Source: an optimization exercise on an open RTL-to-GDS flow (aim: small area, a short achievable clock period and few clock cycles). Production flows keep margins and buffers that such runs may drop. At most, simulation tests tie the RTL to the original design; equivalence was not proved.

==> flow/design.v <==
module ALU #(
    parameter DATA_W = 32
)
(
    input                       i_clk,    
    input                       i_rst_n,  
    input                       i_valid,  
    input [DATA_W - 1 : 0]      i_A,      
    input [DATA_W - 1 : 0]      i_B,      
    input [         2 : 0]      i_inst,   
    output [2*DATA_W - 1 : 0]   o_data,   
    output                      o_done    
);
    reg         s_ex, s_mul, s_mulf, s_div;
    reg         done;
    reg         y_hc;       
    reg         y_sx;       
    reg         y_dv;       
    reg         e_sum, e_slt, e_div;  
    reg         e_sub;      
    reg  [4:0]  cnt;
    reg  [31:0] hi, lo;     
    reg  [31:0] opb;        
    reg  [31:0] hc;         
    reg         cy;         
    reg         satf, sats; 
    reg         sltf;       
    wire        idle = ~(s_ex | s_mul | s_mulf | s_div);
    assign o_data = {hi, satf ? {sats, {31{~sats}}} : {lo[31:1], lo[0] | sltf}};
    assign o_done = done;
    wire [35:0] p0 = {4'd0, opb & {32{lo[0]}}};
    wire [35:0] p1 = {3'd0, opb & {32{lo[1]}}, 1'b0};
    wire [35:0] p2 = {2'd0, opb & {32{lo[2]}}, 2'b0};
    wire [35:0] p3 = {1'd0, opb & {32{lo[3]}}, 3'b0};
    wire [35:0] p4 = {4'd0, hi};
    wire [35:0] p5 = {4'd0, hc};
    wire [35:0] s1a = p0 ^ p1 ^ p2;
    wire [35:0] c1a = {((p0 & p1) | (p0 & p2) | (p1 & p2)), 1'b0};
    wire [35:0] s1b = p3 ^ p4 ^ p5;
    wire [35:0] c1b = {((p3 & p4) | (p3 & p5) | (p4 & p5)), 1'b0};
    wire [35:0] s2  = s1a ^ c1a ^ s1b;
    wire [35:0] c2  = {((s1a & c1a) | (s1a & s1b) | (c1a & s1b)), 1'b0};
    wire [35:0] s3  = s2 ^ c2 ^ c1b;
    wire [35:0] c3  = {((s2 & c2) | (s2 & c1b) | (c2 & c1b)), 1'b0};
    wire [4:0]  nib = {1'b0, s3[3:0]} + {1'b0, c3[3:0]} + {4'd0, cy};
    wire [31:0] xa    = hi;
    wire        xs    = y_sx & hi[31];
    wire [31:0] ya    = opb;
    wire        ys    = (y_sx & opb[31]) | y_dv;
    wire        ac    = y_dv | e_sub | (y_hc & cy);
    wire [32:0] sum;
    pfx_add #(33) u_add (.a({xs, xa}), .b({ys, ya}), .c(ac), .s(sum));
    integer k;
    reg  [31:0] brev;
    always @(*) for (k = 0; k < 32; k = k + 1) brev[k] = opb[31-k];
    wire [31:0] shin  = s_ex ? brev : i_A;
    wire [4:0]  shamt = s_ex ? cnt : i_B[4:0];
    wire        fill  = s_ex | i_A[31];    
    wire [63:0] shx   = {{32{fill}}, shin} >> shamt;
    reg  [31:0] bnorm;
    always @(*) for (k = 0; k < 32; k = k + 1) bnorm[k] = shx[31-k];
    wire        bbig  = |i_B[31:5];
    wire [31:0] sra   = bbig ? {32{i_A[31]}} : shx[31:0];
    wire [4:0]  clzb, clza;
    clz32 u_clzb (.x(i_B), .n(clzb));
    clz32 u_clza (.x(i_A), .n(clza));
    wire        bzero = ~|i_B;
    wire        mzero = bzero | ~|i_A;      
    wire [4:0]  dlz   = clzb - clza;
    wire        aless = clza > clzb;        
    wire        dp0   = clza == clzb;       
    wire        dnow  = bzero | aless;      
    wire        op_as  = (i_inst == 3'd0) | (i_inst == 3'd1);
    wire        op_sub = (i_inst == 3'd1) | (i_inst == 3'd4);
    wire        op_slt = (i_inst == 3'd4);
    wire        sgnd   = i_A[31] ^ i_B[31];   
    wire        op_lo  = (i_inst == 3'd2) | (i_inst == 3'd3) | (i_inst == 3'd5);  
    wire        op_mul = (i_inst == 3'd6);
    wire        op_div = (i_inst == 3'd7);
    reg  [31:0] lo_iss;
    always @(*) begin
        case (i_inst)
            3'd2:    lo_iss = i_A & i_B;
            3'd3:    lo_iss = i_A | i_B;
            3'd5:    lo_iss = sra;
            3'd6:    lo_iss = bzero ? 32'd0 : i_A;
            3'd7:    lo_iss = bzero ? 32'h7fffffff : 32'd0;
            3'd4:    lo_iss = 32'd0;
            default: lo_iss = i_A;
        endcase
    end
    wire        last  = (cnt == 5'd0);
    wire        rneg  = sum[32];
    wire        q     = ~sum[32];           
    wire        ovf   = sum[32] ^ sum[31];
    wire        go      = idle & i_valid;
    wire        n_ex    = go & ~op_lo & ~op_mul & ~(op_div & (dnow | dp0)) & ~(op_slt & sgnd);
    wire        n_mul   = (go & op_mul & ~mzero) | (s_mul & ~last);
    wire        n_mulf  = s_mul & last;
    wire        n_div   = (go & op_div & ~dnow & dp0) | (s_ex & e_div) | (s_div & ~last);
    wire        n_exdiv = go & op_div & ~dnow & ~dp0;    
    wire        n_done  = (go & (op_lo | (op_div & dnow) | (op_mul & mzero) | (op_slt & sgnd))) |
                          (s_ex & ~e_div) |
                          s_mulf | (s_div & last);
    always @(posedge i_clk or negedge i_rst_n) begin
        if (!i_rst_n) begin
            s_ex   <= 1'b0;
            s_mul  <= 1'b0;
            s_mulf <= 1'b0;
            s_div  <= 1'b0;
            done   <= 1'b0;
        end else begin
            s_ex   <= n_ex;
            s_mul  <= n_mul;
            s_mulf <= n_mulf;
            s_div  <= n_div;
            done   <= n_done;
        end
    end
    always @(posedge i_clk) begin
        y_hc  <= n_mulf;
        y_sx  <= n_ex & ~op_div;
        y_dv  <= n_div;
        cy    <= idle ? 1'b0 : nib[4];
        e_sum <= op_as;
        e_slt <= (i_inst == 3'd4);
        e_div <= op_div;
        e_sub <= idle & op_sub;
        hc   <= idle ? 32'd0 : c3[35:4];
        cnt  <= idle ? (i_inst[0] ? dlz : 5'd7) : s_ex ? cnt : cnt - 5'd1;
        satf <= s_ex & e_sum & ovf;
        sats <= rneg;
        sltf <= (s_ex & e_slt & rneg) | (go & op_slt & sgnd & i_A[31]);
        hi <= ({32{idle & (op_as | op_sub | op_div) & ~(op_slt & sgnd)}} & i_A) |
              ({32{s_mul}} & s3[35:4]) |
              ({32{s_ex & e_div}} & hi) |
              ({32{s_mulf | (s_div & q)}} & sum[31:0]) |
              ({32{s_div & ~q}} & hi);
        if (idle)        lo <= lo_iss;
        else if (s_ex)   lo <= {32{e_sum}} & sum[31:0];
        else if (s_mul)  lo <= {nib[3:0], lo[31:4]};
        else if (s_div)  lo <= {lo[30:0], q};
        if (idle)        opb <= i_B ^ {32{op_sub | op_div}};
        else if (s_ex)   opb <= bnorm;
        else if (s_mul & last) opb <= c3[35:4];      
        else if (s_div)  opb <= {1'b1, opb[31:1]};
    end
endmodule
module pfx_add #(parameter N = 36) (
    input  [N-1:0] a,
    input  [N-1:0] b,
    input          c,
    output [N-1:0] s
);
    localparam L = (N < 16) ? 4 : (N < 32) ? 5 : (N < 64) ? 6 : 7;
    wire [N:0] g [0:L];
    wire [N:0] p [0:L];
    assign g[0] = {a & b, c};
    assign p[0] = {a ^ b, 1'b0};
    genvar i, j;
    generate
        for (i = 0; i < L; i = i + 1) begin : lv
            for (j = 0; j <= N; j = j + 1) begin : bt
                if (j >= (1 << i)) begin : m
                    assign g[i+1][j] = g[i][j] | (p[i][j] & g[i][j - (1 << i)]);
                    assign p[i+1][j] = p[i][j] & p[i][j - (1 << i)];
                end else begin : t
                    assign g[i+1][j] = g[i][j];
                    assign p[i+1][j] = p[i][j];
                end
            end
        end
    endgenerate
    assign s = p[0][N:1] ^ g[L][N-1:0];
endmodule
module clz32 (
    input  [31:0] x,
    output [4:0]  n
);
    wire [7:0]  z;           
    wire [15:0] c;           
    genvar i;
    generate
        for (i = 0; i < 8; i = i + 1) begin : nb
            wire [3:0] v = x[4*i+3:4*i];
            assign z[i] = ~|v;
            assign c[2*i+1:2*i] = v[3] ? 2'd0 : v[2] ? 2'd1 : v[1] ? 2'd2 : 2'd3;
        end
    endgenerate
    wire [3:0]  zb;
    wire [11:0] cb;
    generate
        for (i = 0; i < 4; i = i + 1) begin : by
            assign zb[i] = z[2*i+1] & z[2*i];
            assign cb[3*i+2:3*i] = z[2*i+1] ? {1'b1, c[4*i+1:4*i]} : {1'b0, c[4*i+3:4*i+2]};
        end
    endgenerate
    wire [1:0]  zh;
    wire [7:0]  ch;
    generate
        for (i = 0; i < 2; i = i + 1) begin : hw
            assign zh[i] = zb[2*i+1] & zb[2*i];
            assign ch[4*i+3:4*i] = zb[2*i+1] ? {1'b1, cb[6*i+2:6*i]} : {1'b0, cb[6*i+5:6*i+3]};
        end
    endgenerate
    assign n = zh[1] ? {1'b1, ch[3:0]} : {1'b0, ch[7:4]};
endmodule
==> flow/config.mk <==
export PLATFORM = sky130hd
export DESIGN_NAME = ALU
export DESIGN_NICKNAME = ALU
export VERILOG_FILES = /design/flow/design.v
export SDC_FILE = /design/flow/constraint.sdc
export NUM_CORES = 4
export LEC_CHECK = 0
export CAP_MARGIN = 20
export CORE_MARGIN = 2
export CORE_UTILIZATION = 40
export SETUP_SLACK_MARGIN = 3.3
export SLEW_MARGIN = 20
==> flow/constraint.sdc <==
create_clock -name core_clock -period 7.0 [get_ports {i_clk}]
set_input_delay 1.4000 -clock core_clock [delete_from_list [all_inputs] [get_ports {i_clk}]]
set_output_delay 1.4000 -clock core_clock [all_outputs]
set_load 0.01 [all_outputs]
standard.sh (not shown) runs the stock make flow with config.mk's settings and CLKGATE_MAP_FILE= SYNTH_SCRIPT=/design/flow/synth_recipe.tcl, a recipe that flattens the netlist after the stock synthesis.
==> flow/flow/run.sh <==
#!/bin/bash
# The standard layout (the standard.sh: ORFS synthesis to final layout),
# with one ORFS setting changed: the port buffers are buf_2 cells instead of
# the resizer's default pick (a delay cell); every input and output port
# still gets a buffer.
set -euo pipefail
export BUFFER_PORTS_ARGS="-buffer_cell sky130_fd_sc_hd__buf_2"
bash standard.sh > standard.log 2>&1
Testbench counts at the start, summed over its fixed seeds: cycles 9,006.
==> next run, changes <==
--- a/flow/design.v
+++ b/flow/design.v
@@ -73,6 +73,4 @@
     wire        op_as  = (i_inst == 3'd0) | (i_inst == 3'd1);
     wire        op_sub = (i_inst == 3'd1) | (i_inst == 3'd4);
-    wire        op_slt = (i_inst == 3'd4);
-    wire        sgnd   = i_A[31] ^ i_B[31];   
     wire        op_lo  = (i_inst == 3'd2) | (i_inst == 3'd3) | (i_inst == 3'd5);  
     wire        op_mul = (i_inst == 3'd6);
@@ -86,5 +84,4 @@
             3'd6:    lo_iss = bzero ? 32'd0 : i_A;
             3'd7:    lo_iss = bzero ? 32'h7fffffff : 32'd0;
-            3'd4:    lo_iss = 32'd0;
             default: lo_iss = i_A;
         endcase
@@ -95,11 +92,10 @@
     wire        ovf   = sum[32] ^ sum[31];
     wire        go      = idle & i_valid;
-    wire        n_ex    = go & ~op_lo & ~op_mul & ~(op_div & (dnow | dp0)) & ~(op_slt & sgnd);
+    wire        n_ex    = go & ~op_lo & ~op_mul & ~(op_div & (dnow | dp0));
     wire        n_mul   = (go & op_mul & ~mzero) | (s_mul & ~last);
     wire        n_mulf  = s_mul & last;
     wire        n_div   = (go & op_div & ~dnow & dp0) | (s_ex & e_div) | (s_div & ~last);
     wire        n_exdiv = go & op_div & ~dnow & ~dp0;    
-    wire        n_done  = (go & (op_lo | (op_div & dnow) | (op_mul & mzero) | (op_slt & sgnd))) |
-                          (s_ex & ~e_div) |
+    wire        n_done  = (go & (op_lo | (op_div & dnow) | (op_mul & mzero))) | (s_ex & ~e_div) |
                           s_mulf | (s_div & last);
     always @(posedge i_clk or negedge i_rst_n) begin
@@ -131,6 +127,6 @@
         satf <= s_ex & e_sum & ovf;
         sats <= rneg;
-        sltf <= (s_ex & e_slt & rneg) | (go & op_slt & sgnd & i_A[31]);
-        hi <= ({32{idle & (op_as | op_sub | op_div) & ~(op_slt & sgnd)}} & i_A) |
+        sltf <= s_ex & e_slt & rneg;
+        hi <= ({32{idle & (op_as | op_sub | op_div)}} & i_A) |
               ({32{s_mul}} & s3[35:4]) |
               ({32{s_ex & e_div}} & hi) |
The changed run passed the timing, design-rule and antenna checks.
Design area grows by 1.5%.
Via count is higher by 3.1%.
Die area went up by 0.51%.
Global-route usage rises by 0.26 points.
Wire length came out higher by 2.2%.
Setup slack improved by 0.10 ns.
Final cell count is higher by 1.5%.
Clock-buffer cell count decreases by 1.
Utilization went up by 0.49 points.
Synthesized cell count went up by 0.39%.
First-iteration DRC count goes up by 25%.
Non-clock buffer count rises by 9.
For the second run of this note, only the layout was checked, not whether the RTL still works.

[separate check: timing with driven ports]
How much do the figures lean on ideal ports? The routed layouts below were timed once more, with nothing changed but the port constraints.
Step 1 assumes that a clkbuf_16 drives the clock port and a buf_2 every other input.
Step 2 times the ports against the registers' clock, not the clock port: input delays grow and output delays shrink by t, the midpoint of the rising clock arrivals with the driver on.
Three values: ideal ports, drivers, drivers and shift; two values: the first two.
run | t (ns) | setup WS [ns] | hold WS [ns] | worst data-port slew with drivers (ns) | pins driven straight from the clock port
the first run | 0.559 | 3.128 / 3.094 / 2.535 | 0.585 / 0.585 / 0.585 | 0.09 | 1
the second run | 0.538 | 3.231 / 3.263 / 2.725 | 0.543 / 0.543 / 0.543 | 0.07 | 1
After both steps setup and hold are still met in every run listed. The setup slack of the first run, which loses most, moves by -0.034 ns with the drivers and by -0.593 ns with both steps.
